From an optimization exercise on the open Yosys and OpenROAD flow, aimed at small area, a short achievable clock period and few clock cycles; shortcuts taken in it are not production practice. At most, simulation tests tie the RTL to the original design; equivalence was not proved. Function not checked in run 1: the RTL went through the layout flow alone.

$ cat flow/flow/run.sh
#!/bin/bash
# Standard synthesis, then the standard flow's own layout with two changes: timing repair
# gets a larger setup margin, so that it keeps working past the constraint's
# period, and the port buffers are plain buffers (sky130_fd_sc_hd__buf_2)
# instead of the delay cells that buffer_ports picks by default.
set -euo pipefail
bash standard.sh synth > synth.log 2>&1
bash standard.sh SETUP_SLACK_MARGIN=10.7 TNS_END_PERCENT=100 \
  "BUFFER_PORTS_ARGS=-buffer_cell sky130_fd_sc_hd__buf_2" finish > layout.log 2>&1
$ cat flow/standard.sh
#!/bin/bash
# synth_recipe.tcl (not shown) runs the flow's synth.tcl, then flattens the netlist and writes it again
# the make line also repeats each setting of config.mk as NAME=value (left out here)
make -C /OpenROAD-flow-scripts/flow DESIGN_CONFIG=/design/flow/config.mk WORK_HOME=/design/flow/orfs CLKGATE_MAP_FILE= SYNTH_SCRIPT=/design/flow/synth_recipe.tcl "${@:-finish}"
$ cat flow/config.mk
export PLATFORM = sky130hd
export DESIGN_NAME = sha256_reduced
export DESIGN_NICKNAME = sha256_reduced
export VERILOG_FILES = /design/flow/design.v
export SDC_FILE = /design/flow/constraint.sdc
export NUM_CORES = 8
export LEC_CHECK = 0
export CAP_MARGIN = 20
export CORE_MARGIN = 2
export CORE_UTILIZATION = 65
export CTS_CLUSTER_DIAMETER = 100
export CTS_CLUSTER_SIZE = 25
export SLEW_MARGIN = 20
export SYNTH_MEMORY_MAX_BITS = 4096
$ cat flow/constraint.sdc
create_clock -name core_clock -period 15.0 [get_ports {clk}]
set_input_delay 3.0000 -clock core_clock [delete_from_list [all_inputs] [get_ports {clk}]]
set_output_delay 3.0000 -clock core_clock [all_outputs]
set_load 0.01 [all_outputs]
$ cat flow/design.v
module k_rom (
    input  logic [5:0] kSel,
    output logic [31:0] kBus
);
    always_comb begin
        case (kSel)
                00: kBus = 32'h428a2f98;
                01: kBus = 32'h71374491;
                02: kBus = 32'hb5c0fbcf;
                03: kBus = 32'he9b5dba5;
                04: kBus = 32'h3956c25b;
                05: kBus = 32'h59f111f1;
                06: kBus = 32'h923f82a4;
                07: kBus = 32'hab1c5ed5;
                08: kBus = 32'hd807aa98;
                09: kBus = 32'h12835b01;
                10: kBus = 32'h243185be;
                11: kBus = 32'h550c7dc3;
                12: kBus = 32'h72be5d74;
                13: kBus = 32'h80deb1fe;
                14: kBus = 32'h9bdc06a7;
                15: kBus = 32'hc19bf174;
                16: kBus = 32'he49b69c1;
                17: kBus = 32'hefbe4786;
                18: kBus = 32'h0fc19dc6;
                19: kBus = 32'h240ca1cc;
                20: kBus = 32'h2de92c6f;
                21: kBus = 32'h4a7484aa;
                22: kBus = 32'h5cb0a9dc;
                23: kBus = 32'h76f988da;
                24: kBus = 32'h983e5152;
                25: kBus = 32'ha831c66d;
                26: kBus = 32'hb00327c8;
                27: kBus = 32'hbf597fc7;
                28: kBus = 32'hc6e00bf3;
                29: kBus = 32'hd5a79147;
                30: kBus = 32'h06ca6351;
                31: kBus = 32'h14292967;
                32: kBus = 32'h27b70a85;
                33: kBus = 32'h2e1b2138;
                34: kBus = 32'h4d2c6dfc;
                35: kBus = 32'h53380d13;
                36: kBus = 32'h650a7354;
                37: kBus = 32'h766a0abb;
                38: kBus = 32'h81c2c92e;
                39: kBus = 32'h92722c85;
                40: kBus = 32'ha2bfe8a1;
                41: kBus = 32'ha81a664b;
                42: kBus = 32'hc24b8b70;
                43: kBus = 32'hc76c51a3;
                44: kBus = 32'hd192e819;
                45: kBus = 32'hd6990624;
                46: kBus = 32'hf40e3585;
                47: kBus = 32'h106aa070;
                48: kBus = 32'h19a4c116;
                49: kBus = 32'h1e376c08;
                50: kBus = 32'h2748774c;
                51: kBus = 32'h34b0bcb5;
                52: kBus = 32'h391c0cb3;
                53: kBus = 32'h4ed8aa4a;
                54: kBus = 32'h5b9cca4f;
                55: kBus = 32'h682e6ff3;
                56: kBus = 32'h748f82ee;
                57: kBus = 32'h78a5636f;
                58: kBus = 32'h84c87814;
                59: kBus = 32'h8cc70208;
                60: kBus = 32'h90befffa;
                61: kBus = 32'ha4506ceb;
                62: kBus = 32'hbef9a3f7;
                63: kBus = 32'hc67178f2;
            default: kBus = 32'h00000000;
        endcase
    end
endmodule: k_rom
module sha256_reduced (
    input  logic        clk,
    input  logic        rst_n,
    input  logic        enable,
    input  logic [7:0]  data_in,
    input  logic        data_valid,
    input  logic        end_of_file,
    output logic        ready,
    output logic [31:0] hash_out,
    output logic        hash_valid
);
    localparam int FD = 14;    
    localparam int NB = 45;    
    function automatic logic [31:0] rotr(input logic [31:0] x, input int n);
        rotr = (x >> n) | (x << (32 - n));
    endfunction
    function automatic logic [31:0] bsig0(input logic [31:0] x);
        bsig0 = rotr(x, 2) ^ rotr(x, 13) ^ rotr(x, 22);
    endfunction
    function automatic logic [31:0] bsig1(input logic [31:0] x);
        bsig1 = rotr(x, 6) ^ rotr(x, 11) ^ rotr(x, 25);
    endfunction
    function automatic logic [31:0] ssig0(input logic [31:0] x);
        ssig0 = rotr(x, 7) ^ rotr(x, 18) ^ (x >> 3);
    endfunction
    function automatic logic [31:0] ssig1(input logic [31:0] x);
        ssig1 = rotr(x, 17) ^ rotr(x, 19) ^ (x >> 10);
    endfunction
    function automatic logic [31:0] csum(input logic [31:0] x, input logic [31:0] y, input logic [31:0] z);
        csum = x ^ y ^ z;
    endfunction
    function automatic logic [31:0] ccar(input logic [31:0] x, input logic [31:0] y, input logic [31:0] z);
        ccar = {((x[30:0] & y[30:0]) | (x[30:0] & z[30:0]) | (y[30:0] & z[30:0])), 1'b0};
    endfunction
    function automatic logic [63:0] comp42(input logic [31:0] x1, input logic [31:0] x2,
                                           input logic [31:0] x3, input logic [31:0] x4);
        logic [31:0] p, t, co, ss, cc;
        p  = x1 ^ x2;
        t  = p ^ (x3 ^ x4);
        co = {(p[30:0] & x3[30:0]) | (~p[30:0] & x1[30:0]), 1'b0};
        ss = t ^ co;
        cc = {(t[30:0] & co[30:0]) | (~t[30:0] & x4[30:0]), 1'b0};
        comp42 = {ss, cc};
    endfunction
    function automatic logic [31:0] skadd(input logic [31:0] x, input logic [31:0] y);
        logic [31:0] gg, pp, g2, p2;
        gg = x & y; pp = x ^ y;
        for (int k = 1; k < 32; k = k * 2) begin
            g2 = gg; p2 = pp;
            for (int i = 0; i < 32; i++) begin
                if ((i / k) % 2 == 1) begin
                    g2[i] = gg[i] | (pp[i] & gg[(i / k) * k - 1]);
                    p2[i] = pp[i] & pp[(i / k) * k - 1];
                end
            end
            gg = g2; pp = p2;
        end
        skadd = (x ^ y) ^ {gg[30:0], 1'b0};
    endfunction
    logic       iv, ie, ien;
    logic [7:0] id;
    always_ff @(posedge clk or negedge rst_n) begin
        if (!rst_n) begin
            iv  <= 1'b0;
            ie  <= 1'b0;
            ien <= 1'b0;
        end else begin
            iv  <= data_valid;
            ie  <= end_of_file;
            ien <= enable;
        end
    end
    always_ff @(posedge clk) id <= data_in;
    logic        started;     
    logic        rx;          
    logic        eof_done;    
    logic        pad80;       
    logic [1:0]  bc;          
    logic [7:0]  nbytes;      
    logic [23:0] asm_q;
    logic        rdy_q;       
    assign ready = rdy_q;
    wire start  = ~started & iv & ien;
    wire byte_v = rx & iv;
    wire wrd    = byte_v & ((bc == 2'd3) | ie);    
    logic byp;                                      
    wire push   = wrd & ~byp;                       
    logic [31:0] wdata;
    always_comb begin
        case (bc)
            2'd0:    wdata = {id, 8'h80, 16'h0000};
            2'd1:    wdata = {asm_q[7:0], id, 8'h80, 8'h00};
            2'd2:    wdata = {asm_q[15:0], id, 8'h80};
            default: wdata = {asm_q, id};
        endcase
    end
    always_ff @(posedge clk) begin
        if (byte_v) asm_q <= {asm_q[15:0], id};
    end
    logic [FD-1:0][31:0] fq;
    logic [FD-1:0]       occ;      
    logic                fne;      
    logic                pop;
    always_ff @(posedge clk) begin
        if (push) fq <= {fq[FD-2:0], wdata};
    end
    logic [31:0] fhead;
    always_comb begin
        fhead = '0;
        for (int i = 0; i < FD; i++) fhead |= fq[i] & {32{occ[i]}};
    end
    always_ff @(posedge clk or negedge rst_n) begin
        if (!rst_n) begin
            occ <= '0;
            fne <= 1'b0;
        end else if (push & ~pop) begin
            occ <= {occ[FD-2:0], ~fne};
            fne <= 1'b1;
        end else if (pop & ~push) begin
            occ <= {1'b0, occ[FD-1:1]};
            fne <= ~occ[0];
        end
    end
    localparam logic [1:0] P_IDLE = 2'd0, P_RUN = 2'd1, P_OUT = 2'd2, P_DONE = 2'd3;
    logic [1:0]  ph;
    logic [6:0]  st;
    logic        bnd;        
    logic        srcm;       
    logic        nm;         
    logic        ffq;        
    logic        zero_op;    
    logic        pad14;      
    logic        lastblk;    
    logic [1:0]  stl;        
    logic [31:0] a, b, c, d, e, f, g, h;
    logic [31:0] kq;         
    logic [31:0] dl;         
    logic [3:0][31:0] xa, xe;   
    logic [15:0][31:0] w;
    logic [7:1]  osel;
    logic [31:0] hout;
    logic        hv;
    wire run      = (ph == P_RUN);
    wire avail    = fne | eof_done | wrd;
    wire stalling = (stl != 2'd0);
    wire stall    = stalling | (run & nm & ~avail);
    wire adv      = run & ~stall;
    wire ffstep   = adv & ffq;
    wire ld_r     = adv & ~bnd;
    wire ld_b     = adv & bnd;
    assign pop = adv & srcm & fne;
    assign byp = adv & srcm & ~fne & wrd;
    wire [6:0] st_next = (st == 7'd64) ? 7'd0 : st + 7'd1;
    logic [31:0] padword;
    always_comb begin
        if (pad80)                       padword = 32'h80000000;
        else if ((st == 7'd14) & pad14)  padword = {21'b0, nbytes, 3'b000};
        else                             padword = 32'h0;
    end
    wire [31:0] mval = fne ? fhead : wrd ? wdata : padword;
    wire [31:0] ws1  = ssig1(w[14]);
    wire [31:0] ws0  = ssig0(w[1]);
    wire [63:0] wc   = comp42(w[9], w[0], ws0, ws1);
    wire [31:0] wsch = wc[63:32] + wc[31:0];
    wire [31:0] wnew = srcm ? mval : wsch;
    logic [31:0] knext;
    k_rom krom (.kSel(adv ? st_next[5:0] : st[5:0]), .kBus(knext));
    wire [31:0] s1  = bsig1(e);
    wire [31:0] s0  = bsig0(a);
    wire [31:0] ch  = (e & f) | (~e & g);
    wire [31:0] maj = (a & b) | (c & (a | b));
    wire [31:0] ax1 = csum(dl, maj, ch);
    wire [31:0] ay1 = ccar(dl, maj, ch);
    wire [63:0] ac  = comp42(ax1, ay1, s0, s1);
    wire [31:0] an  = skadd(ac[63:32], ac[31:0]);
    wire [63:0] ec  = comp42(dl, d, ch, s1);
    wire [31:0] en  = skadd(ec[63:32], ec[31:0]);
    wire [31:0] hsrc = bnd ? xe[1] : g;
    wire [31:0] px1  = csum(hsrc, kq, w[15]);
    wire [31:0] py1  = ccar(hsrc, kq, w[15]);
    logic [31:0] iva, ive;
    always_comb begin
        case (st)
            7'd62:   begin iva = 32'ha54ff53a; ive = 32'h5be0cd19; end
            7'd63:   begin iva = 32'h3c6ef372; ive = 32'h1f83d9ab; end
            7'd64:   begin iva = 32'hbb67ae85; ive = 32'h9b05688c; end
            default: begin iva = 32'h6a09e667; ive = 32'h510e527f; end
        endcase
    end
    wire [31:0] suma = zero_op ? iva : xa[0] + a;
    wire [31:0] sume = zero_op ? ive : xe[0] + e;
    wire [31:0] a_alt = ld_b ? suma : d;
    wire [31:0] e_alt = ld_b ? sume : h;
    always_ff @(posedge clk) begin
        w <= {(adv ? wnew  : w[12]), w[15:13],
              (adv ? w[12] : w[8]),  w[11:9],
              (adv ? w[8]  : w[4]),  w[7:5],
              (adv ? w[4]  : w[0]),  w[3:1]};
        a <= ld_r ? an : a_alt;
        b <= ld_b ? xa[3] : a;
        c <= ld_b ? xa[2] : b;
        d <= ld_b ? xa[1] : c;
        e <= ld_r ? en : e_alt;
        f <= ld_b ? xe[3] : e;
        g <= ld_b ? xe[2] : f;
        h <= ld_b ? xe[1] : g;
        kq <= knext;
        if (adv) begin
            dl  <= px1 + py1;
        end
        if (ffstep) begin
            xa <= {suma, xa[3:1]};
            xe <= {sume, xe[3:1]};
        end
    end
    wire fin = ld_b & lastblk;
    always_ff @(posedge clk) begin
        hout <= ({32{fin}} & suma) |
                ({32{osel[1] | osel[3]}} & b) | ({32{osel[2]}} & d) |
                ({32{osel[4] | osel[6]}} & h) | ({32{osel[5] | osel[7]}} & f);
    end
    assign hash_out   = hout;
    assign hash_valid = hv;
    always_ff @(posedge clk) begin
        rdy_q <= ~(started | start);
        hv    <= fin | (|osel);
    end
    wire thr = (nbytes >= 8'(NB));
    always_ff @(posedge clk or negedge rst_n) begin
        if (!rst_n) begin
            started  <= 1'b0;
            rx       <= 1'b0;
            eof_done <= 1'b0;
            pad80    <= 1'b0;
            bc       <= 2'd0;
            nbytes   <= 8'd0;
            ph       <= P_IDLE;
            st       <= 7'd0;
            bnd      <= 1'b0;
            srcm     <= 1'b0;
            nm       <= 1'b0;
            ffq      <= 1'b0;
            zero_op  <= 1'b0;
            pad14    <= 1'b0;
            lastblk  <= 1'b0;
            stl      <= 2'd0;
            osel     <= 7'd0;
        end else begin
            if (start) begin
                started <= 1'b1;
                if (ie) begin
                    eof_done <= 1'b1;
                    pad80    <= 1'b1;
                end else begin
                    rx <= 1'b1;
                end
            end
            if (byte_v) begin
                bc     <= bc + 2'd1;
                nbytes <= nbytes + 8'd1;
                if (ie) begin
                    rx       <= 1'b0;
                    eof_done <= 1'b1;
                    pad80    <= (bc == 2'd3);
                end
            end
            if ((ph == P_IDLE) & started & (thr | eof_done)) begin
                ph      <= P_RUN;
                st      <= 7'd62;
                bnd     <= 1'b0;
                srcm    <= 1'b0;
                nm      <= 1'b0;
                ffq     <= 1'b1;
                zero_op <= 1'b1;
            end
            stl <= stall ? stl + 2'd1 : 2'd0;
            if (adv) begin
                st   <= st_next;
                bnd  <= (st_next == 7'd0);
                srcm <= (st_next <= 7'd14) | (st_next == 7'd64);
                nm   <= (st_next <= 7'd14) | ((st_next == 7'd64) & ~lastblk);
                ffq  <= (st_next >= 7'd62) | (st_next == 7'd0);
                if (srcm & ~fne & ~wrd & pad80) pad80 <= 1'b0;
                if (st == 7'd13) pad14 <= ~fne & ~wrd & ~pad80;
                if ((st == 7'd14) & ~fne & ~wrd & pad14) lastblk <= 1'b1;
                if (bnd) begin
                    zero_op <= 1'b0;
                    if (lastblk) ph <= P_OUT;
                end
            end
            osel <= {osel[6:1], fin};
            if (osel[7]) ph <= P_DONE;
        end
    end
endmodule
==> results.txt, run 1 <==
CP startpoint kind: flop
TritonCTS sink count: 1659
placed cells: 8068
global-route wire length before repair: 313 mm
worst r2r src: e[4]$_DFF_P_
clock slew at reported path FFs: 0.10 ns
CTS Buffer Depth: 3
wire length on met2: 97.5 mm
CP Capture Type: flop
Met3 Routed Length: 17.6 mm
setup slack, reg-to-reg: 10.44 ns
critical path data required time: 15.61 ns
Post-Syn Nets: 7104
top-area cell type share of the netlist area: 30.8%
Vias: 52.4k
Layout Nets: 7005
most common cell after layout, fill and taps aside: nand2_1
Worst R2R Path Depth: 16
Hold Vio Cnt, Final: 0
CTS buffer count: 77
Critical Path End: a[16]$_DFF_P_
initial antenna violation count: 4
CORE AREA: 113000 sq um
outcome: finished clean
Slew Limit Fails: 0
port bufs: 46
mux share of post-synthesis cell area: 1.43%
CTS tree: done
Layout Cells excl Fill: 8261
FP Rows: 123
critical path arrival: 5.17 ns
Clock Latency Late Sink: 0.72 ns
H-tree depth: 3
die width: 341 um
Post-DRT Antenna Nets: 0
Top FF cell, synth: dfxtp_1
setup tns final: 0 ns
share of layout cells above drive strength 1: 7.86%
total overflow reported by the global router: 0
wire length on met1: 84.4 mm
Final Cycle Share: 30.4%
main combinational cell family by area after synthesis: compound AO/OA/AOI/OAI gates
simple-gate share of the synthesized area: 10.7%
Hold Path Class: flop to flop
Synth Area in Compound Gates: 12.9%
Fill cells: 8339
Root Driver: clkbuf_16
Detailed Place HPWL: 150 mm
largest net degree at the start of global routing: 218
Slew headroom: 19.5%
Cell Area, Synth: 74000 sq um
number of global-route vias before repair: 49.2k
I/O pin cnt: 47
GP Congestion: 0.977
fraction of registers with async set/reset: 3.44%
Worst R2R End: a[16]$_DFF_P_
Clock Skew: 0.0436 ns
flop and latch count out of synthesis: 1659
synthesis-to-finish area growth: 7.21%
CP Class: flop to flop
Vias per Instance: 6.34
Hold-fix buffers, CTS: 0
synth top area cells: edfxtp_1 31%, dfxtp_1 23%, nand2_1 6.5%
chip height: 341 um
Initial Util: 65.7%
crit path launch: e[4]$_DFF_P_
worst-path maximum fanout: 5
Worst-Margin Slew: 1.21 ns
most frequent cells in the layout: 1282 x nand2_1, 783 x dfxtp_1, 760 x edfxtp_1
unrepaired setup endpoints after global routing: true
minimum clock period: 4.56 ns
f_max: 0.219 GHz
drt first pass iters: 8
WL per Instance: 25.8 um
final wirelength: 213 mm
Adder-Cell Fraction of Synth Area: 7.16%
maxcap violations: 0
sequential-to-total area share from yosys stat: 55.5%
synth warn: 2
All-Layer GR Usage: 36.0%
Avg Inst Size Synth: 10.9 sq um
Yosys top cell by area: edfxtp_1
die area: 117000 sq um
highest metal used: met5
final core utilization: 70.4%
Post-synth EDFFs: 760
final setup vio count: 0
Distinct cells, synth: 86
number of DRC markers in iteration 0: 5773
Post-Synth XOR/XNOR Area: 9.54%
detailed-route DRC error count: 0
gate count after technology mapping: 6806
==> cells by family after synthesis <==
kind of cell / after synthesis
adder cells (fa/ha/maj): 403
buffers and inverters: 536
XOR/XNOR: 767
flip-flops: 1659
multiplexers: 101
AND/OR/NAND/NOR: 1909
AO/OA/AOI/OAI: 1431
==> sequential cells by signal (all words and copies together), names as in the netlist, 2 cells and up, named ones only <==
signal,flops
c,32
fq,448
id,8
b,32
xa,128
f,32
st,7
e,32
w,512
a,32
occ,14
dl,32
d,32
bc,2
g,32
osel,7
kq,32
h,32
asm_q,24
stl,2
xe,128
nbytes,8
hout,32
ph,2
==> critical path: stages, from the launching register on <==
cell      delay, ns
dfxtp_4        0.37
mux2i_4        0.27
fa_1           0.50
xnor2_2        0.18
xnor2_2        0.22
xor2_1         0.20
xor2_1         0.22
inv_1          0.11
ha_4           0.22
and3_4         0.14
a2111o_1       0.46
nor4_4         0.28
o21ai_4        0.16
a21o_1         0.26
fa_2           0.43
nor3b_2        0.16
a221o_1        0.27
==> worst min path at each step <==
| stage | from | to | slack (ns) | cells after the start |
|---|---|---|---|---|
| after floorplan | w[160]$_DFF_P_ | w[128]$_DFF_P_ | 0.31 | 0 |
| after global placement | w[193]$_DFF_P_ | w[161]$_DFF_P_ | 0.31 | 0 |
| after detailed placement | w[252]$_DFF_P_ | w[220]$_DFF_P_ | 0.31 | 0 |
| after CTS | w[347]$_DFF_P_ | w[315]$_DFF_P_ | 0.31 | 0 |
| after global routing | w[362]$_DFF_P_ | w[330]$_DFF_P_ | 0.32 | 0 |
| final | w[430]$_DFF_P_ | w[398]$_DFF_P_ | 0.32 | 0 |
==> repair_timing <==
action / CTS / global route
pin swaps: 41 / 43
cloned: 4 / 2
setup buffers: 32 / 21
endpoints found under the setup margin: 593 / 118
resized for setup: 182 / 93
==> metrics by stage <==
stage	instance area [sq um]	hold slack, ns	worst slack [ns]
after floorplan	74200	0.310	4.25
after CTS	78700	0.305	10.46
final	79300	0.320	10.44
after global routing	79300	0.321	10.28
after global placement	75400	0.310	9.71
after detailed placement	75400	0.312	9.65
==> metal layers <==
| layer | GRT usage, % | up-vias |
|---|---|---|
| met3 | 4.24 | 572 |
| met5 | 0 | - |
| met2 | 57.5 | 2664 |
| met4 | 19.0 | 4 |
| li1 | - | 23700 |
| met1 | 48.8 | 25400 |
==> cells in the mapped netlist, types with 12 or more instances <==
master and number:
a31oi_1 30, xnor2_1 542, nor3_1 69, or3_1 15
and3_1 24, nor2_1 269, a221oi_1 69, o21ai_0 356
dfxtp_1 842, o31ai_1 12, o21bai_1 14, buf_2 21
a22o_1 56, xor2_1 202, o211ai_1 43, mux2i_1 66
a211oi_1 39, dfrtp_1 57, a311oi_1 19, fa_1 74
a22oi_1 213, mux2_2 34, maj3_1 118, buf_1 25
nand2b_1 20, and2_1 29, nand3_1 100, nand4_1 46
ha_1 211, nor2b_1 13, a21oi_1 282, a21o_1 132
inv_1 175, o311ai_0 12, xor3_1 22, o21a_1 36
a222oi_1 13, nand2_1 1285, edfxtp_1 760, clkbuf_1 306
a221o_1 18
==> final cells by class <==
cell class	instances	area [sq um]	share of cell area, %
Tap cell	1500	1880	2.37
Antenna cell	5	12.5	0.0158
Clock inverter	11	190	0.240
Multi-Input combinational cell	4613	31800	40.1
Timing Repair Buffer	177	1410	1.78
Inverter	179	684	0.863
Clock buffer	117	2110	2.66
Sequential cell	1659	41200	52.0
==> inputs of run 2 (changes only) <==
--- a/flow/design.v
+++ b/flow/design.v
@@ -243,10 +243,10 @@
     wire [31:0] s0  = bsig0(a);
     wire [31:0] ch  = (e & f) | (~e & g);
     wire [31:0] maj = (a & b) | (c & (a | b));
-    wire [31:0] ax1 = csum(dl, maj, ch);
-    wire [31:0] ay1 = ccar(dl, maj, ch);
-    wire [63:0] ac  = comp42(ax1, ay1, s0, s1);
-    wire [31:0] an  = skadd(ac[63:32], ac[31:0]);
+    wire [63:0] ac  = comp42(dl, maj, ch, s0);
+    wire [31:0] ax3 = csum(ac[63:32], ac[31:0], s1);
+    wire [31:0] ay3 = ccar(ac[63:32], ac[31:0], s1);
+    wire [31:0] an  = skadd(ax3, ay3);
     wire [63:0] ec  = comp42(dl, d, ch, s1);
     wire [31:0] en  = skadd(ec[63:32], ec[31:0]);
     wire [31:0] hsrc = bnd ? xe[1] : g;
==> run 2 against run 1 <==
Design area rose by 0.84%. Critical path type unchanged. Global-route usage hardly changed. Utilization rose by 0.59 points. Still clean. Sequential share of layout area is 0.40 points lower. Largest cell class unchanged. Non-clock buffer count rose by 31. First-iteration DRC count increased by 3.7%. Final cell count increased by 0.73%.
==> results.txt, run 2 <==
grt peak-use layer: met2
worst-path maximum fanout: 3 (-2)
H-tree depth: 3 (unchanged)
WL per Instance: 25.8 um (-0.32%)
Vias per Instance: 6.33 (-0.13%)
top flop regs: w x512, fq x448
final wirelength: 214 mm (+0.40%)
placed cell area: 75200 sq um (-0.31%)
top-area cell type share of the netlist area: 30.9% (+0.062 points)
critical path data required time: 15.59 ns (-0.02 ns)
f_max: 0.231 GHz (+5.4%)
Layout Nets: 7064 (+0.84%)
Hold Vio Cnt, Final: 0 (unchanged)
die width: 341 um (about the same)
Final Cycle Share: 28.8% (-1.6 points)
drt first pass iters: 6 (-2)
Hold Path Class: flop to flop
setup tns final: 0 ns (unchanged)
Post-synth EDFFs: 760 (unchanged)
Clock Latency Late Sink: 0.72 ns (about the same)
GP Congestion: 0.966 (-1.2%)
largest net degree at the start of global routing: 190 (-13%)
Post-Syn Nets: 7133 (+0.41%)
Post-DRT Antenna Nets: 0 (unchanged)
initial antenna violation count: 2 (-2)
gate count after technology mapping: 6835 (+0.43%)
CP Class: flop to flop
most frequent cells in the layout: 1263 x nand2_1, 770 x dfxtp_1, 760 x edfxtp_1
synth top area cells: edfxtp_1 31%, dfxtp_1 23%, nand2_1 6.4%
chip height: 341 um (about the same)
grt met3 use: 4.58% (+0.35 points)
detailed-route DRC error count: 0 (unchanged)
CTS buffer count: 77 (unchanged)
maxcap violations: 0 (unchanged)
Worst-Margin Slew: 1.16 ns (-0.0410 ns)
Cell Area, Synth: 73900 sq um (-0.20%)
minimum clock period: 4.33 ns (-0.236 ns)
TritonCTS sink count: 1659 (unchanged)
CORE AREA: 113000 sq um (unchanged)
Top FF cell, synth: dfxtp_1
unrepaired setup endpoints after global routing: true
Initial Util: 65.6% (-0.13 points)
I/O pin cnt: 47 (unchanged)
share of layout cells above drive strength 1: 10.2% (+2.4 points)
synth warn: 2 (unchanged)
synthesis-to-finish area growth: 8.32%
CTS Buffer Depth: 3 (unchanged)
Yosys top cell by area: edfxtp_1
CP startpoint kind: flop
grt met2 use: 56.9% (-0.63 points)
Slew headroom: 22.2% (+2.6 points)
most common cell in the netlist: nand2_1
number of DRC markers in iteration 0: 5987 (+3.7%)
placed cells: 8090 (+0.27%)
grt met1 use: 48.9% (+0.099 points)
clock slew at reported path FFs: 0.10 ns (about the same)
All-Layer GR Usage: 36.1% (about the same)
final setup vio count: 0 (unchanged)
most common cell after layout, fill and taps aside: nand2_1
total overflow reported by the global router: 0 (unchanged)
CTS tree: done
outcome: finished clean
Clock Skew: 0.0342 ns (-0.00936 ns)
Slew Limit Fails: 0 (unchanged)
Avg Inst Size Synth: 10.8 sq um (-0.62%)
die area: 116000 sq um (-0.20%)
global-route wire length before repair: 313 mm (about the same)
Distinct cells, synth: 95 (+10%)
Reg with most FFs: w
Layout Cells excl Fill: 8321 (+0.73%)
synth cell count leaders: 1268 x nand2_1, 842 x dfxtp_1, 760 x edfxtp_1, 464 x xnor2_1, 345 x nor2_1
Largest register FFs: 512 (unchanged)
port bufs: 46 (unchanged)
CP Capture Type: flop
Vias: 52.7k (+0.60%)
number of global-route vias before repair: 49.3k (+0.28%)
Final Instance Area: 80000 sq um (+0.84%)
Root Driver: clkbuf_16
flop and latch count out of synthesis: 1659 (unchanged)
critical path arrival: 4.92 ns (-0.25 ns)
FP Rows: 123 (unchanged)
Detailed Place HPWL: 150 mm (+0.22%)
sequential-to-total area share from yosys stat: 55.7% (+0.11 points)
fraction of registers with async set/reset: 3.44% (unchanged)
## run 2: cell count changes in the layout (fill, tap and decap cells not counted), sizes merged, moves of 23 or more
cell | before | now
xor2 | 202 | 236
nor2 | 270 | 345
buf | 173 | 207
xnor2 | 542 | 464
a21oi | 283 | 306
a21o | 132 | 76
nand2b | 20 | 44
nor2b | 13 | 44
inv | 183 | 158
## run 2: cells by family after synthesis
family	share of synthesized area, %
xor+xnor	8.88
flops	55.7
buf+inv	2.70
mux	1.38
fa+ha+maj	7.11
compound gates	12.9
simple gates	11.4
## run 2: stage by stage
| stage | hold WS [ns] | setup slack [ns] | util, % |
|---|---|---|---|
| 2_1_floorplan | 0.310 | 4.34 | - |
| 3_3_place_gp | 0.310 | 9.11 | 66.7 |
| 3_5_place_dp | 0.312 | 9.02 | 66.7 |
| 4_1_cts | 0.325 | 10.64 | 69.7 |
| 5_1_grt | 0.323 | 10.59 | 71.0 |
| 6_report | 0.324 | 10.67 | 71.0 |
## run 2: final cells by class
class / count / area, sq um
sequential: 1659 / 41300
fill: 8230 / 32600
multi-input combinational: 4662 / 32300
clock buffer: 120 / 2120
tap: 1500 / 1880
timing repair buffer: 208 / 1610
inverter: 158 / 627
clock inverter: 12 / 153
antenna: 2 / 5.00
## run 2: worst max-delay path, stage by stage, from the launching register on
cell,delay [ns]
dfxtp_2,0.33
buf_6,0.11
mux2_4,0.35
maj3_2,0.35
xnor2_1,0.15
xnor2_1,0.29
fa_2,0.52
ha_4,0.29
o21ai_2,0.05
o211ai_1,0.33
nand2_1,0.19
o21ai_4,0.33
o211ai_1,0.21
nand2b_1,0.15
a21oi_2,0.07
xor2_1,0.15
nor3_1,0.06
a221o_1,0.28
## run 2: metal layers
layer | wire [um] | vias up
met3 | 18100 | 488
li1 | - | 23900
met2 | 97000 | 2723
met4 | 14000 | 2
met1 | 85200 | 25600
met5 | 15 | -
## run 2: path summary, 6_finish.rpt
kind | start | to | slack (ns) | depth (start not counted)
worst max register to register | e[3]$_DFF_P_ | a[29]$_DFF_P_ | 10.67 | 17
min in group asynchronous | rst_n | ien$_DFF_PN0_ | 2.47 | 2
worst max-delay path | e[3]$_DFF_P_ | a[29]$_DFF_P_ | 10.67 | 17
worst min register to register | w[331]$_DFF_P_ | w[299]$_DFF_P_ | 0.32 | 0
max in group asynchronous | rst_n | bnd$_DFFE_PN0P_ | 11.83 | 2
worst min-delay path | w[331]$_DFF_P_ | w[299]$_DFF_P_ | 0.32 | 0
## run 2: timing repair
item	in CTS	in global routing
gates resized for setup	204	233
gates cloned	2	1
setup endpoints to repair	748	267
endpoints found under the hold margin	0	0
pin swaps	26	77
buffers inserted	34	60
hold buffers	0	0
Testbench counts of run 2, summed over its fixed seeds: cycles 20,554.
==> inputs of run 3 (changes only) <==
--- a/flow/config.mk
+++ b/flow/config.mk
@@ -7,7 +7,7 @@
 export LEC_CHECK = 0
 export CAP_MARGIN = 20
 export CORE_MARGIN = 2
-export CORE_UTILIZATION = 65
+export CORE_UTILIZATION = 70
 export CTS_CLUSTER_DIAMETER = 100
 export CTS_CLUSTER_SIZE = 25
 export SLEW_MARGIN = 20
==> run 3 against run 2 <==
Critical endpoint is now a[31]$_DFF_P_. Still clean on timing, DRC and antenna. Die area is 7.1% lower. Hold slack got worse by 0.0030 ns. Highest routed layer unchanged.
==> results.txt, run 3 <==
chip height: 329 um (-3.6%)
Post-synth EDFFs: 760 (unchanged)
hold path startpoint: w[376]$_DFF_P_
Avg Inst Size Synth: 10.8 sq um (unchanged)
f_max: 0.222 GHz (-3.8%)
Reg with most FFs: w
Clock Latency Late Sink: 0.71 ns (about the same)
die area: 108000 sq um (-7.1%)
critical path arrival: 5.09 ns (+0.17 ns)
setup slack, reg-to-reg: 10.50 ns (-0.17 ns)
Slew Limit Fails: 0 (unchanged)
Slew headroom: 15.6% (-6.6 points)
most common cell after layout, fill and taps aside: nand2_1
total overflow reported by the global router: 0 (unchanged)
CP Class: flop to flop
gate count after technology mapping: 6835 (unchanged)
Cell Area, Synth: 73900 sq um (unchanged)
Distinct cells, synth: 95 (unchanged)
worst-path maximum fanout: 6 (+3)
Yosys top cell by area: edfxtp_1
maxcap violations: 0 (unchanged)
fin worst setup slack: 10.50 ns (-0.172 ns)
H-tree depth: 3 (unchanged)
CORE AREA: 105000 sq um (-6.8%)
final setup vio count: 0 (unchanged)
flop and latch count out of synthesis: 1659 (unchanged)
Worst R2R End: a[31]$_DFF_P_
Initial Util: 70.4% (+4.8 points)
CP startpoint kind: flop
Post-DRT Antenna Nets: 0 (unchanged)
synthesis-to-finish area growth: 8.68%
Layout Nets: 7066 (+0.028%)
Post-Synth XOR/XNOR Area: 8.88% (unchanged)
most frequent cells in the layout: 1263 x nand2_1, 760 x edfxtp_1, 757 x dfxtp_1
top flop regs: w x512, fq x448
FP Rows: 119 (-3.3%)
critical path data required time: 15.60 ns (about the same)
Final Instance Area: 80300 sq um (+0.33%)
number of DRC markers in iteration 0: 7415 (+24%)
most common cell in the netlist: nand2_1
Top FF cell, synth: dfxtp_1
Detailed Place HPWL: 149 mm (-0.44%)
final wirelength: 219 mm (+2.0%)
outcome: finished clean
Post-Syn Nets: 7133 (unchanged)
share of layout cells above drive strength 1: 10.8% (+0.53 points)
WL per Instance: 26.6 um (+3.3%)
drt first pass iters: 10 (+4)
sink of the worst hold path: w[344]$_DFF_P_
Largest register FFs: 512 (unchanged)
Worst R2R Path Depth: 17 (unchanged)
simple-gate share of the synthesized area: 11.4% (unchanged)
CTS buffer count: 77 (unchanged)
GP Congestion: 0.988 (+2.3%)
minimum clock period: 4.50 ns (+0.172 ns)
Worst-Margin Slew: 1.27 ns (+0.102 ns)
area taken by multi-input logic gates: 32600 sq um (+0.75%)
CP Capture Type: flop
top-area cell type share of the netlist area: 30.9% (unchanged)
TritonCTS sink count: 1659 (unchanged)
placed cell area: 75000 sq um (-0.24%)
CTS Buffer Depth: 3 (unchanged)
synth cell count leaders: 1268 x nand2_1, 842 x dfxtp_1, 760 x edfxtp_1, 464 x xnor2_1, 345 x nor2_1
DP Worst Slack: 9.18 ns (+0.164 ns)
Hold Vio Cnt, Final: 0 (unchanged)
sequential-to-total area share from yosys stat: 55.7% (unchanged)
setup tns final: 0 ns (unchanged)
Hold-fix buffers, CTS: 0 (unchanged)
Storage cell area: 41300 sq um (about the same)
Fill cells: 6628 (-19%)
I/O pin cnt: 47 (unchanged)
global-route wire length before repair: 317 mm (+1.2%)
Vias per Instance: 6.55 (+3.4%)
unrepaired setup endpoints after global routing: true
Root Driver: clkbuf_16
synth warn: 2 (unchanged)
Synth Area in Compound Gates: 12.9% (unchanged)
initial antenna violation count: 4 (+2)
CTS tree: done
fraction of registers with async set/reset: 3.44% (unchanged)
hold depth: 0 (unchanged)
Adder-Cell Fraction of Synth Area: 7.11% (unchanged)
Vias: 53.8k (+2.0%)
synth top area cells: edfxtp_1 31%, dfxtp_1 23%, nand2_1 6.4%
detailed-route DRC error count: 0 (unchanged)
port bufs: 46 (unchanged)
Hold Path Class: flop to flop
clock slew at reported path FFs: 0.11 ns (about the same)
final core utilization: 76.5% (+5.4 points)
main combinational cell family by area after synthesis: compound AO/OA/AOI/OAI gates
die width: 329 um (-3.6%)
worst r2r src: a[19]$_DFF_P_
Final Cycle Share: 30.0% (+1.1 points)
number of global-route vias before repair: 50.8k (+3.0%)
largest net degree at the start of global routing: 169 (-11%)
mux share of post-synthesis cell area: 1.38% (unchanged)
All-Layer GR Usage: 39.4% (+3.4 points)
Clock Skew: 0.0394 ns (+0.00520 ns)
[run 3: cell counts after synthesis]
No cell type changed its count.
[run 3: cells by family (layout without fill, tap and decap cells)]
| logic type | after synthesis | in the layout |
|---|---|---|
| AND/OR/NAND/NOR | 2011 | 2013 |
| flip-flops | 1659 | 1659 |
| AO/OA/AOI/OAI | 1437 | 1437 |
| XOR/XNOR | 718 | 718 |
| buffers and inverters | 516 | 498 |
| adder cells (fa/ha/maj) | 399 | 399 |
| multiplexers | 95 | 95 |
| other | 0 | 2 |
[run 3: area by class of cell]
type	instances	area share, %
Clock inverter	8	0.125
Sequential cell	1659	51.5
Clock buffer	122	2.68
Timing Repair Buffer	210	2.22
Tap cell	1391	2.17
Multi-Input combinational cell	4662	40.6
Inverter	158	0.753
Antenna cell	2	0.00623
[run 3: metrics by stage]
step	std cells	hold WS [ns]
floorplan	6835	0.310
global placement	7972	0.310
detailed placement	7972	0.312
CTS	8157	0.317
global route	8210	0.321
finish	8212	0.321
[run 3: worst max-delay path by stage]
stage                 startpoint               to  depth (start not counted)
2_1_floorplan  bc[1]$_DFFE_PN0P_  fne$_DFFE_PN0P_                         13
3_3_place_gp   bc[1]$_DFFE_PN0P_   kq[15]$_DFF_P_                         16
3_5_place_dp       e[22]$_DFF_P_    a[29]$_DFF_P_                         17
4_1_cts            e[25]$_DFF_P_    a[29]$_DFF_P_                         17
5_1_grt            e[23]$_DFF_P_    a[31]$_DFF_P_                         18
6_report           a[19]$_DFF_P_    a[31]$_DFF_P_                         17
[run 3: per-layer routing]
| metal | track usage (%) | share of wire, % | up-vias |
|---|---|---|---|
| met2 | 60.7 | 45 | 3086 |
| met4 | 27.0 | 8.2 | 4 |
| met1 | 51.7 | 37 | 26100 |
| li1 | - | - | 23900 |
| met5 | 0 | 0.012 | - |
| met3 | 6.39 | 9.6 | 720 |
[run 3: worst max-delay path, cell delays in order, from the launching register on]
cell and delay [ns]:
dfxtp_4 0.40, maj3_2 0.37, maj3_2 0.37, xnor2_2 0.23, xnor2_2 0.15, fa_2 0.46, ha_1 0.33, nand4_1 0.22
nor4_4 0.32, buf_4 0.20, nand2_4 0.06, o21ai_4 0.27, o211ai_1 0.20, buf_4 0.18, a21oi_4 0.14, a21oi_2 0.07
xnor2_1 0.12, o31ai_1 0.27
[run 3: timing repair]
action,in CTS,in global routing
pin swaps,37,83
setup buffers,49,53
gates resized for setup,218,273
cloned,6,0
setup endpoints to repair,454,175
==> inputs of run 4 (changes only) <==
==> flow/config.mk (replaced) <==
export PLATFORM = sky130hd
export DESIGN_NAME = sha256_reduced
export DESIGN_NICKNAME = sha256_reduced
export VERILOG_FILES = /design/flow/design.v
export SDC_FILE = /design/flow/constraint.sdc
export NUM_CORES = 8
export LEC_CHECK = 0
export CAP_MARGIN = 5
export CORE_MARGIN = 2
export CORE_UTILIZATION = 65
export CTS_CLUSTER_DIAMETER = 100
export CTS_CLUSTER_SIZE = 25
export SLEW_MARGIN = 5
export SYNTH_MEMORY_MAX_BITS = 4096
==> run 4 against run 3 <==
Still clean. Non-clock buffer count shrank 2. Hold slack gained 0.0030 ns. Die area grew 7.6%. Critical path type unchanged.
==> results.txt, run 4 <==
Layout Cells excl Fill: 8321 (+1.3%)
CP startpoint kind: flop
CORE AREA: 113000 sq um (+7.3%)
Initial Util: 65.6% (-4.8 points)
die width: 341 um (+3.7%)
die area: 116000 sq um (+7.6%)
Vias per Instance: 6.33 (-3.3%)
Layout Nets: 7064 (-0.028%)
sequential-to-total area share from yosys stat: 55.7% (unchanged)
CP Class: flop to flop
final wirelength: 214 mm (-1.9%)
Hold Path Class: flop to flop
All-Layer GR Usage: 36.1% (-3.4 points)
Largest register FFs: 512 (unchanged)
final setup vio count: 0 (unchanged)
placed cells: 8090 (+1.5%)
Clock Latency Late Sink: 0.72 ns (about the same)
CTS Buffer Depth: 3 (unchanged)
largest net degree at the start of global routing: 190 (+12%)
initial antenna violation count: 2 (-2)
setup tns final: 0 ns (unchanged)
Clock Skew: 0.0342 ns (-0.00520 ns)
CTS tree: done
maxcap violations: 0 (unchanged)
Post-DRT Antenna Nets: 0 (unchanged)
outcome: finished clean
most common cell after layout, fill and taps aside: nand2_1
synth top area cells: edfxtp_1 31%, dfxtp_1 23%, nand2_1 6.4%
Detailed Place HPWL: 150 mm (+0.44%)
FP Rows: 123 (+3.4%)
Fill cells: 8230 (+24%)
Worst R2R Path Depth: 17 (unchanged)
WL per Instance: 25.8 um (-3.2%)
Top FF cell, synth: dfxtp_1
Root Driver: clkbuf_16
final core utilization: 71.0% (-5.4 points)
hold depth: 0 (unchanged)
area taken by multi-input logic gates: 32300 sq um (-0.75%)
CTS buffer count: 77 (unchanged)
flop and latch count out of synthesis: 1659 (unchanged)
share of layout cells above drive strength 1: 10.2% (-0.53 points)
TritonCTS sink count: 1659 (unchanged)
most frequent cells in the layout: 1263 x nand2_1, 770 x dfxtp_1, 760 x edfxtp_1
synthesis-to-finish area growth: 8.32%
top flop regs: w x512, fq x448
gate count after technology mapping: 6835 (unchanged)
synth cell count leaders: 1268 x nand2_1, 842 x dfxtp_1, 760 x edfxtp_1, 464 x xnor2_1, 345 x nor2_1
Worst-Margin Slew: 1.16 ns (-0.102 ns)
Hold Vio Cnt, Final: 0 (unchanged)
unrepaired setup endpoints after global routing: true
global-route wire length before repair: 313 mm (-1.2%)
minimum clock period: 4.33 ns (-0.172 ns)
Hold-fix buffers, CTS: 0 (unchanged)
Yosys top cell by area: edfxtp_1
Distinct cells, synth: 95 (unchanged)
Storage cell area: 41300 sq um (about the same)
Slew Limit Fails: 0 (unchanged)
H-tree depth: 3 (unchanged)
Vias: 52.7k (-2.0%)
fraction of registers with async set/reset: 3.44% (unchanged)
synth warn: 2 (unchanged)
Post-synth EDFFs: 760 (unchanged)
clock slew at reported path FFs: 0.10 ns (about the same)
CP Capture Type: flop
most common cell in the netlist: nand2_1
Post-Syn Nets: 7133 (unchanged)
Final Cycle Share: 28.8% (-1.1 points)
number of DRC markers in iteration 0: 5987 (-19%)
number of global-route vias before repair: 49.3k (-2.9%)
drt first pass iters: 6 (-4)
worst-path maximum fanout: 3 (-3)
Reg with most FFs: w
detailed-route DRC error count: 0 (unchanged)
Avg Inst Size Synth: 10.8 sq um (unchanged)
critical path arrival: 4.92 ns (-0.17 ns)
port bufs: 46 (unchanged)
total overflow reported by the global router: 0 (unchanged)
top-area cell type share of the netlist area: 30.9% (unchanged)
chip height: 341 um (+3.7%)
f_max: 0.231 GHz (+4.0%)
Cell Area, Synth: 73900 sq um (unchanged)
Slew headroom: 22.2% (+6.6 points)
I/O pin cnt: 47 (unchanged)
critical path data required time: 15.59 ns (about the same)
GP Congestion: 0.966 (-2.3%)
run 4: cell count changes in the layout (fill, tap and decap cells not counted), sizes merged:
cell,before,now
buf,205,207
bufbuf,4,0
clkbuf,123,121
clkinv,7,10
clkinvlp,1,2
run 4: worst paths after layout:
| kind | startpoint | endpoint | slack [ns] |
|---|---|---|---|
| max | e[3]$_DFF_P_ | a[29]$_DFF_P_ | 10.67 |
| min | w[331]$_DFF_P_ | w[299]$_DFF_P_ | 0.32 |
| max reg2reg | e[3]$_DFF_P_ | a[29]$_DFF_P_ | 10.67 |
| min reg2reg | w[331]$_DFF_P_ | w[299]$_DFF_P_ | 0.32 |
| max in group asynchronous | rst_n | bnd$_DFFE_PN0P_ | 11.83 |
| min in group asynchronous | rst_n | ien$_DFF_PN0_ | 2.47 |
run 4: timing repair:
action | 4_1_cts | 5_1_grt
gates cloned | 2 | 1
setup buffers | 34 | 60
pin swaps | 26 | 77
setup endpoints to repair | 748 | 267
resized for setup | 204 | 233
run 4: cell families (layout without fill, tap and decap cells):
logic type,Yosys count,after routing,synth area share [%]
other,0,2,0
muxes,95,95,1.38
xor gates and xnor gates,718,718,8.88
AOI/OAI and AO/OA,1437,1437,12.9
and+or+nand+nor,2011,2013,11.4
adders and majority gates,399,399,7.11
buffers and inverters,516,498,2.70
DFF,1659,1659,55.7
run 4: routing by layer:
layer | vias up | wire length [um] | GRT usage (%) | part of all wire [%]
met5 | - | 15 | 0 | 0.0070
met4 | 2 | 14000 | 19.7 | 6.5
met3 | 488 | 18100 | 4.58 | 8.4
met2 | 2723 | 97000 | 56.9 | 45
met1 | 25600 | 85200 | 48.9 | 40
li1 | 23900 | - | - | -
run 4: critical path, cell delays in order (launching register included):
cell and delay (ns):
dfxtp_2 0.33, buf_6 0.11, mux2_4 0.35, maj3_2 0.35, xnor2_1 0.15, xnor2_1 0.29, fa_2 0.52, ha_4 0.29
o21ai_2 0.05, o211ai_1 0.33, nand2_1 0.19, o21ai_4 0.33, o211ai_1 0.21, nand2b_1 0.15, a21oi_2 0.07, xor2_1 0.15
nor3_1 0.06, a221o_1 0.28
run 4: cell type report:
type	count	share of cell area [%]
Multi-Input combinational cell	4662	40.4
Timing Repair Buffer	208	2.02
Clock buffer	120	2.65
Clock inverter	12	0.191
Tap cell	1500	2.35
Sequential cell	1659	51.6
Antenna cell	2	0.00626
Inverter	158	0.783
run 4: through the flow:
stage	setup WS (ns)	hold slack, ns	area, sq um
floorplan	4.34	0.310	74000
global placement	9.11	0.310	75200
detailed placement	9.02	0.312	75200
CTS	10.64	0.325	78500
global route	10.59	0.323	80000
finish	10.67	0.324	80000
==> inputs of run 5 (changes only) <==
--- a/flow/flow/run.sh
+++ b/flow/flow/run.sh
@@ -5,5 +5,5 @@
 # instead of the delay cells that buffer_ports picks by default.
 set -euo pipefail
 bash standard.sh synth > synth.log 2>&1
-bash standard.sh SETUP_SLACK_MARGIN=10.7 TNS_END_PERCENT=100 \
+bash standard.sh SETUP_SLACK_MARGIN=10.9 TNS_END_PERCENT=100 \
   "BUFFER_PORTS_ARGS=-buffer_cell sky130_fd_sc_hd__buf_2" finish > layout.log 2>&1
--- a/flow/config.mk
+++ b/flow/config.mk
@@ -5,10 +5,10 @@
 export SDC_FILE = /design/flow/constraint.sdc
 export NUM_CORES = 8
 export LEC_CHECK = 0
-export CAP_MARGIN = 5
+export CAP_MARGIN = 20
 export CORE_MARGIN = 2
 export CORE_UTILIZATION = 65
 export CTS_CLUSTER_DIAMETER = 100
 export CTS_CLUSTER_SIZE = 25
-export SLEW_MARGIN = 5
+export SLEW_MARGIN = 20
 export SYNTH_MEMORY_MAX_BITS = 4096
==> run 5 against run 4 <==
Worst setup slack gained 0.019 ns. Routed wire length rose by 1.2%. Global-route usage is 0.39 points higher. Critical endpoint unchanged. Utilization rose by 1.1 points.
==> results.txt, run 5 <==
CP Class: flop to flop
hold path startpoint: w[88]$_DFF_P_
minimum clock period: 4.31 ns (-0.0187 ns)
final wirelength: 217 mm (+1.2%)
drt first pass iters: 6 (unchanged)
synth cell count leaders: 1268 x nand2_1, 842 x dfxtp_1, 760 x edfxtp_1, 464 x xnor2_1, 345 x nor2_1
number of DRC markers in iteration 0: 6201 (+3.6%)
flop and latch count out of synthesis: 1659 (unchanged)
Hold-fix buffers, CTS: 0 (unchanged)
WL per Instance: 26.0 um (+0.90%)
Hold Vio Cnt, Final: 0 (unchanged)
CP startpoint kind: flop
Avg Inst Size Synth: 10.8 sq um (unchanged)
setup tns final: 0 ns (unchanged)
die area: 116000 sq um (unchanged)
area taken by multi-input logic gates: 33100 sq um (+2.3%)
synth top area cells: edfxtp_1 31%, dfxtp_1 23%, nand2_1 6.4%
most common cell in the netlist: nand2_1
FP Rows: 123 (unchanged)
Initial Util: 65.6% (unchanged)
port bufs: 46 (unchanged)
synthesis-to-finish area growth: 10.0%
critical path arrival: 4.90 ns (-0.02 ns)
sequential-to-total area share from yosys stat: 55.7% (unchanged)
top flop regs: w x512, fq x448
detailed-route DRC error count: 0 (unchanged)
I/O pin cnt: 47 (unchanged)
Clock Skew: 0.0308 ns (-0.00345 ns)
number of global-route vias before repair: 49.7k (+0.78%)
CTS buffer count: 77 (unchanged)
Distinct cells, synth: 95 (unchanged)
f_max: 0.232 GHz (+0.43%)
Post-DRT Antenna Nets: 0 (unchanged)
Storage cell area: 41400 sq um (+0.25%)
Reg with most FFs: w
placed cell area: 75200 sq um (unchanged)
most common cell after layout, fill and taps aside: nand2_1
CP Capture Type: flop
fraction of registers with async set/reset: 3.44% (unchanged)
Layout Nets: 7088 (+0.34%)
Vias per Instance: 6.34 (+0.13%)
Cell Area, Synth: 73900 sq um (unchanged)
unrepaired setup endpoints after global routing: true
critical path data required time: 15.60 ns (about the same)
Yosys top cell by area: edfxtp_1
final setup vio count: 0 (unchanged)
synth warn: 2 (unchanged)
Post-Syn Nets: 7133 (unchanged)
Top FF cell, synth: dfxtp_1
Final Instance Area: 81300 sq um (+1.6%)
Detailed Place HPWL: 150 mm (unchanged)
Clock Latency Late Sink: 0.72 ns (about the same)
share of layout cells above drive strength 1: 12.7% (+2.5 points)
global-route wire length before repair: 316 mm (+0.95%)
Vias: 52.9k (+0.42%)
maxcap violations: 0 (unchanged)
worst-path maximum fanout: 5 (+2)
Post-synth EDFFs: 760 (unchanged)
die width: 341 um (unchanged)
Hold Path Class: flop to flop
Fill cells: 7969 (-3.2%)
largest net degree at the start of global routing: 190 (unchanged)
TritonCTS sink count: 1659 (unchanged)
CORE AREA: 113000 sq um (unchanged)
top-area cell type share of the netlist area: 30.9% (unchanged)
outcome: finished clean
GP Congestion: 0.966 (unchanged)
worst r2r src: a[25]$_DFF_P_
DP Worst Slack: 9.02 ns (unchanged)
All-Layer GR Usage: 36.5% (+0.39 points)
Slew headroom: 24.1% (+1.9 points)
Root Driver: clkbuf_16
Final Cycle Share: 28.7% (-0.12 points)
Slew Limit Fails: 0 (unchanged)
crit path launch: a[25]$_DFF_P_
chip height: 341 um (unchanged)
most frequent cells in the layout: 1261 x nand2_1, 760 x edfxtp_1, 722 x dfxtp_1
H-tree depth: 3 (unchanged)
initial antenna violation count: 2 (unchanged)
CTS Buffer Depth: 3 (unchanged)
CTS tree: done
Worst-Margin Slew: 1.14 ns (-0.0257 ns)
gate count after technology mapping: 6835 (unchanged)
fin worst setup slack: 10.69 ns (+0.0187 ns)
clock slew at reported path FFs: 0.10 ns (about the same)
Largest register FFs: 512 (unchanged)
total overflow reported by the global router: 0 (unchanged)
run 5: worst max-delay path: stages (launching register included):
cell and delay, ns:
dfxtp_1 0.51, buf_4 0.26, xnor2_1 0.23, xor2_1 0.26, xnor2_1 0.12, fa_1 0.56
inv_2 0.05, ha_4 0.27, nand4_1 0.19, nor4_4 0.27, buf_4 0.21, nand3b_1 0.14
o21ai_4 0.11, buf_12 0.14, o211ai_1 0.15, nand2b_1 0.15, a21oi_2 0.07, xor2_1 0.16
nor3_1 0.06, a221o_1 0.28
run 5: stage by stage:
| step | instances | hold slack (ns) | util [%] |
|---|---|---|---|
| 4_1_cts | 8297 | 0.325 | 70.6 |
| 6_report | 8345 | 0.322 | 72.1 |
| 3_5_place_dp | 8090 | 0.312 | 66.7 |
| 2_1_floorplan | 6835 | 0.310 | - |
| 5_1_grt | 8343 | 0.323 | 72.1 |
| 3_3_place_gp | 8090 | 0.310 | 66.7 |
run 5: what timing repair did:
action	4_1_cts	5_1_grt
gates resized for setup	385	306
endpoints found under the setup margin	939	238
pin swaps	64	103
hold endpoints to repair	0	0
buffers inserted	71	46
cloned	4	0
run 5: per-layer routing:
metal	up-vias	share of wire [%]	track usage, %
li1	23900	-	-
met1	25800	39	49.3
met2	2688	45	57.8
met3	546	8.7	4.69
met4	2	6.6	19.5
met5	-	0.0060	0
run 5: layout make-up:
| class | count | area share, % |
|---|---|---|
| flip-flops and latches | 1659 | 50.9 |
| multi-input cells | 4663 | 40.7 |
| clock buffers | 120 | 2.61 |
| repair buffers | 231 | 2.47 |
| well taps | 1500 | 2.31 |
| inverters | 158 | 0.785 |
| clock inverters | 12 | 0.188 |
| diodes | 2 | 0.00616 |
run 5: cell families after synthesis:
| kind of cell | count (synthesis) | share of synthesized area, % |
|---|---|---|
| muxes | 95 | 1.38 |
| xor gates and xnor gates | 718 | 8.88 |
| buffers and inverters | 516 | 2.70 |
| DFF | 1659 | 55.7 |
| and+or+nand+nor | 2011 | 11.4 |
| adders and majority gates | 399 | 7.11 |
| AOI/OAI and AO/OA | 1437 | 12.9 |
run 5: final timing paths:
| path | cells after the start | slack [ns] | to |
|---|---|---|---|
| worst max-delay path | 19 | 10.69 | a[29]$_DFF_P_ |
| worst min-delay path | 0 | 0.32 | w[56]$_DFF_P_ |
| worst max register to register | 19 | 10.69 | a[29]$_DFF_P_ |
| worst min register to register | 0 | 0.32 | w[56]$_DFF_P_ |
| max in group asynchronous | 2 | 11.83 | bnd$_DFFE_PN0P_ |
| min in group asynchronous | 2 | 2.46 | ien$_DFF_PN0_ |
==> inputs of run 6 (changes only) <==
--- a/flow/design.v
+++ b/flow/design.v
@@ -297,7 +297,10 @@
     assign hash_valid = hv;
     always_ff @(posedge clk) begin
         rdy_q <= ~(started | start);
-        hv    <= fin | (|osel);
+    end
+    always_ff @(posedge clk or negedge rst_n) begin
+        if (!rst_n) hv <= 1'b0;
+        else        hv <= fin | (|osel);
     end
     wire thr = (nbytes >= 8'(NB));
     always_ff @(posedge clk or negedge rst_n) begin
--- a/flow/flow/run.sh
+++ b/flow/flow/run.sh
@@ -5,5 +5,5 @@
 # instead of the delay cells that buffer_ports picks by default.
 set -euo pipefail
 bash standard.sh synth > synth.log 2>&1
-bash standard.sh SETUP_SLACK_MARGIN=10.9 TNS_END_PERCENT=100 \
+bash standard.sh SETUP_SLACK_MARGIN=10.7 TNS_END_PERCENT=100 \
   "BUFFER_PORTS_ARGS=-buffer_cell sky130_fd_sc_hd__buf_2" finish > layout.log 2>&1
==> run 6 against run 5 <==
Clock skew increased by 0.011 ns. First-iteration DRC count is 7.3% higher. Hold slack got worse by 0.0074 ns. Fmax decreased by 1.0%. Via count grew 0.41%. Critical path depth did not move. Synthesized cell count is the same. Final cell count down 0.31%. Utilization down 0.92 points. Critical endpoint unchanged.
==> results.txt, run 6 <==
flop and latch count out of synthesis: 1659 (unchanged)
f_max: 0.230 GHz (-1.0%)
Worst R2R Path Depth: 19 (unchanged)
worst-path maximum fanout: 4 (-1)
Fill cells: 8051 (+1.0%)
Worst R2R End: a[29]$_DFF_P_
Slew headroom: 26.4% (+2.3 points)
GP Congestion: 0.978 (+1.3%)
Worst-Margin Slew: 1.10 ns (-0.0350 ns)
Post-Syn Nets: 7133 (unchanged)
hold path startpoint: w[416]$_DFF_P_
number of DRC markers in iteration 0: 6655 (+7.3%)
setup slack, reg-to-reg: 10.65 ns (-0.04 ns)
sink of the worst hold path: w[384]$_DFF_P_
most frequent cells in the layout: 1264 x nand2_1, 760 x edfxtp_1, 757 x dfxtp_1
Root Driver: clkbuf_16
final core utilization: 71.2% (-0.92 points)
drt first pass iters: 6 (unchanged)
synth warn: 2 (unchanged)
synthesis-to-finish area growth: 8.60%
Yosys top cell by area: edfxtp_1
port bufs: 46 (unchanged)
chip height: 341 um (about the same)
largest net degree at the start of global routing: 98 (-48%)
number of global-route vias before repair: 49.7k (+0.068%)
gate count after technology mapping: 6835 (unchanged)
maxcap violations: 0 (unchanged)
most common cell after layout, fill and taps aside: nand2_1
critical path arrival: 4.95 ns (+0.05 ns)
All-Layer GR Usage: 37.2% (+0.71 points)
initial antenna violation count: 3 (+1)
die width: 341 um (about the same)
Reg with most FFs: w
Hold Vio Cnt, Final: 0 (unchanged)
share of layout cells above drive strength 1: 10.4% (-2.4 points)
final setup vio count: 0 (unchanged)
FP Rows: 123 (unchanged)
Hold-fix buffers, CTS: 0 (unchanged)
hold depth: 0 (unchanged)
Layout Nets: 7066 (-0.31%)
synth cell count leaders: 1268 x nand2_1, 841 x dfxtp_1, 760 x edfxtp_1, 464 x xnor2_1, 345 x nor2_1
CTS buffer count: 78 (+1.3%)
highest metal used: met5
critical path data required time: 15.60 ns (about the same)
clock slew at reported path FFs: 0.11 ns (about the same)
Initial Util: 65.6% (about the same)
I/O pin cnt: 47 (unchanged)
TritonCTS sink count: 1659 (unchanged)
Slew Limit Fails: 0 (unchanged)
detailed-route DRC error count: 0 (unchanged)
global-route wire length before repair: 321 mm (+1.6%)
Clock Latency Late Sink: 0.73 ns (about the same)
Post-DRT Antenna Nets: 0 (unchanged)
Clock Skew: 0.0414 ns (+0.0107 ns)
Hold Path Class: flop to flop
fraction of registers with async set/reset: 3.50% (+0.060 points)
outcome: finished clean
unrepaired setup endpoints after global routing: true
CP Capture Type: flop
wire length on met2: 101 mm (+2.1%)
Vias per Instance: 6.39 (+0.72%)
CORE AREA: 113000 sq um (unchanged)
Vias: 53.1k (+0.41%)
final wirelength: 221 mm (+1.9%)
CTS tree: done
Largest register FFs: 512 (unchanged)
setup tns final: 0 ns (unchanged)
Detailed Place HPWL: 154 mm (+2.4%)
Avg Inst Size Synth: 10.8 sq um (about the same)
Final Cycle Share: 29.0% (+0.29 points)
Cell Area, Synth: 73900 sq um (about the same)
H-tree depth: 3 (unchanged)
top flop regs: w x512, fq x448
Distinct cells, synth: 95 (unchanged)
top-area cell type share of the netlist area: 30.9% (about the same)
Top FF cell, synth: dfxtp_1
Met3 Routed Length: 19.1 mm (+1.5%)
synth top area cells: edfxtp_1 31%, dfxtp_1 23%, nand2_1 6.4%
wire length on met1: 86.4 mm (+1.3%)
WL per Instance: 26.6 um (+2.2%)
CTS Buffer Depth: 3 (unchanged)
total overflow reported by the global router: 0 (unchanged)
CP startpoint kind: flop
Post-synth EDFFs: 760 (unchanged)
worst r2r src: e[1]$_DFF_P_
sequential-to-total area share from yosys stat: 55.7% (about the same)
die area: 116000 sq um (about the same)
CP Class: flop to flop
most common cell in the netlist: nand2_1
minimum clock period: 4.35 ns (+0.0439 ns)
[run 6: changes by cell type after synthesis]
cell,change
buf_2,-1
clkbuf_1,+1
dfrtp_1,+1
dfxtp_1,-1
[run 6: metrics by stage]
| stage | cells | cell area (sq um) | hold WS (ns) | worst slack (ns) |
|---|---|---|---|---|
| 2_1_floorplan | 6835 | 74000 | 0.310 | 4.34 |
| 3_3_place_gp | 8095 | 75200 | 0.309 | 9.03 |
| 3_5_place_dp | 8095 | 75200 | 0.312 | 8.97 |
| 4_1_cts | 8271 | 78900 | 0.316 | 10.61 |
| 5_1_grt | 8317 | 80200 | 0.318 | 10.51 |
| 6_report | 8319 | 80200 | 0.314 | 10.65 |
[run 6: routing by layer]
metal | up-vias | global-route usage (%)
met3 | 549 | 5.12
met2 | 2751 | 58.2
met4 | 6 | 20.9
li1 | 23900 | -
met1 | 25900 | 50.2
met5 | - | 0
[run 6: area by class of cell]
type / instances / area [sq um] / share of cell area [%]
Tap cell: 1500 / 1880 / 2.34
Clock inverter: 11 / 179 / 0.223
Sequential cell: 1659 / 41300 / 51.5
Inverter: 158 / 626 / 0.780
Timing Repair Buffer: 207 / 1670 / 2.08
Multi-Input combinational cell: 4664 / 32400 / 40.4
Antenna cell: 2 / 5.00 / 0.00624
Clock buffer: 118 / 2120 / 2.65
[run 6: kinds of logic after synthesis]
| kind of cell | synth area share (%) |
|---|---|
| buffers and inverters | 2.69 |
| multiplexers | 1.38 |
| AND/OR/NAND/NOR | 11.4 |
| XOR/XNOR | 8.88 |
| adder cells (fa/ha/maj) | 7.11 |
| AO/OA/AOI/OAI | 12.9 |
| flip-flops | 55.7 |
[run 6: what timing repair did]
action / CTS / global route
setup buffers: 42 / 44
pin swaps: 36 / 71
cloned: 5 / 2
endpoints found under the setup margin: 806 / 155
gates resized for setup: 241 / 219
[run 6: worst max-delay path: stages, from the launching register on]
cell	delay, ns
dfxtp_4	0.38
and2_4	0.15
nor3_4	0.29
nor2_4	0.07
xnor2_2	0.15
maj3_2	0.31
fa_1	0.59
inv_2	0.06
ha_4	0.23
a211oi_4	0.24
o211ai_1	0.23
nand2_1	0.20
o21ai_4	0.08
buf_12	0.14
o211ai_1	0.30
nand2b_1	0.16
a21oi_2	0.17
xor2_1	0.15
nor3_1	0.06
a221o_1	0.28
[run 6: how the worst max path moves through the flow]
stage	start	to	slack [ns]	cells after the start
final	e[1]$_DFF_P_	a[29]$_DFF_P_	10.65	19
after floorplan	bc[1]$_DFFE_PN0P_	fne$_DFFE_PN0P_	4.34	13
after CTS	a[17]$_DFF_P_	a[30]$_DFF_P_	10.61	18
after detailed placement	e[22]$_DFF_P_	a[29]$_DFF_P_	8.97	17
after global routing	e[1]$_DFF_P_	a[9]$_DFF_P_	10.51	19
after global placement	e[22]$_DFF_P_	a[29]$_DFF_P_	9.03	17
Testbench counts of run 6, summed over its fixed seeds: cycles 20,554.

## separate check: timing with driven ports
No port has a modelled driver above. Below, the same layouts with a new extraction and two added sets of constraints. Step 1 sets driving cells, clkbuf_16 on the clock port and buf_2 on the other inputs (assumed; they add their load-dependent delay and slew). Step 2, shift: input delay + t, output delay - t, t = (earliest + latest rising clock arrival at the registers) / 2. This alone moves slack from input paths to output paths. Three values: ideal, step 1, step 2; two values: the first two.
run | shift t [ns] | slack for setup (ns) | worst setup path at the end | clock arrival spread, ns | worst data-port slew with drivers (ns)
run 1 | 0.782 | 10.439 / 10.439 / 10.439 | register to register | 0.048 / 0.049 | 0.03
run 2 | 0.780 | 10.675 / 10.643 / 10.675 | register to register | 0.035 / 0.034 | 0.03
run 3 | 0.762 | 10.503 / 10.503 / 10.503 | register to register | 0.041 / 0.041 | 0.04
run 4 | 0.780 | 10.675 / 10.643 / 10.675 | register to register | 0.035 / 0.034 | 0.03
run 5 | 0.782 | 10.693 / 10.693 / 10.693 | register to register | 0.031 / 0.031 | 0.03
run 6 | 0.790 | 10.650 / 10.639 / 10.650 | register to register | 0.041 / 0.041 | 0.03
After both steps every run listed still meets setup and hold.
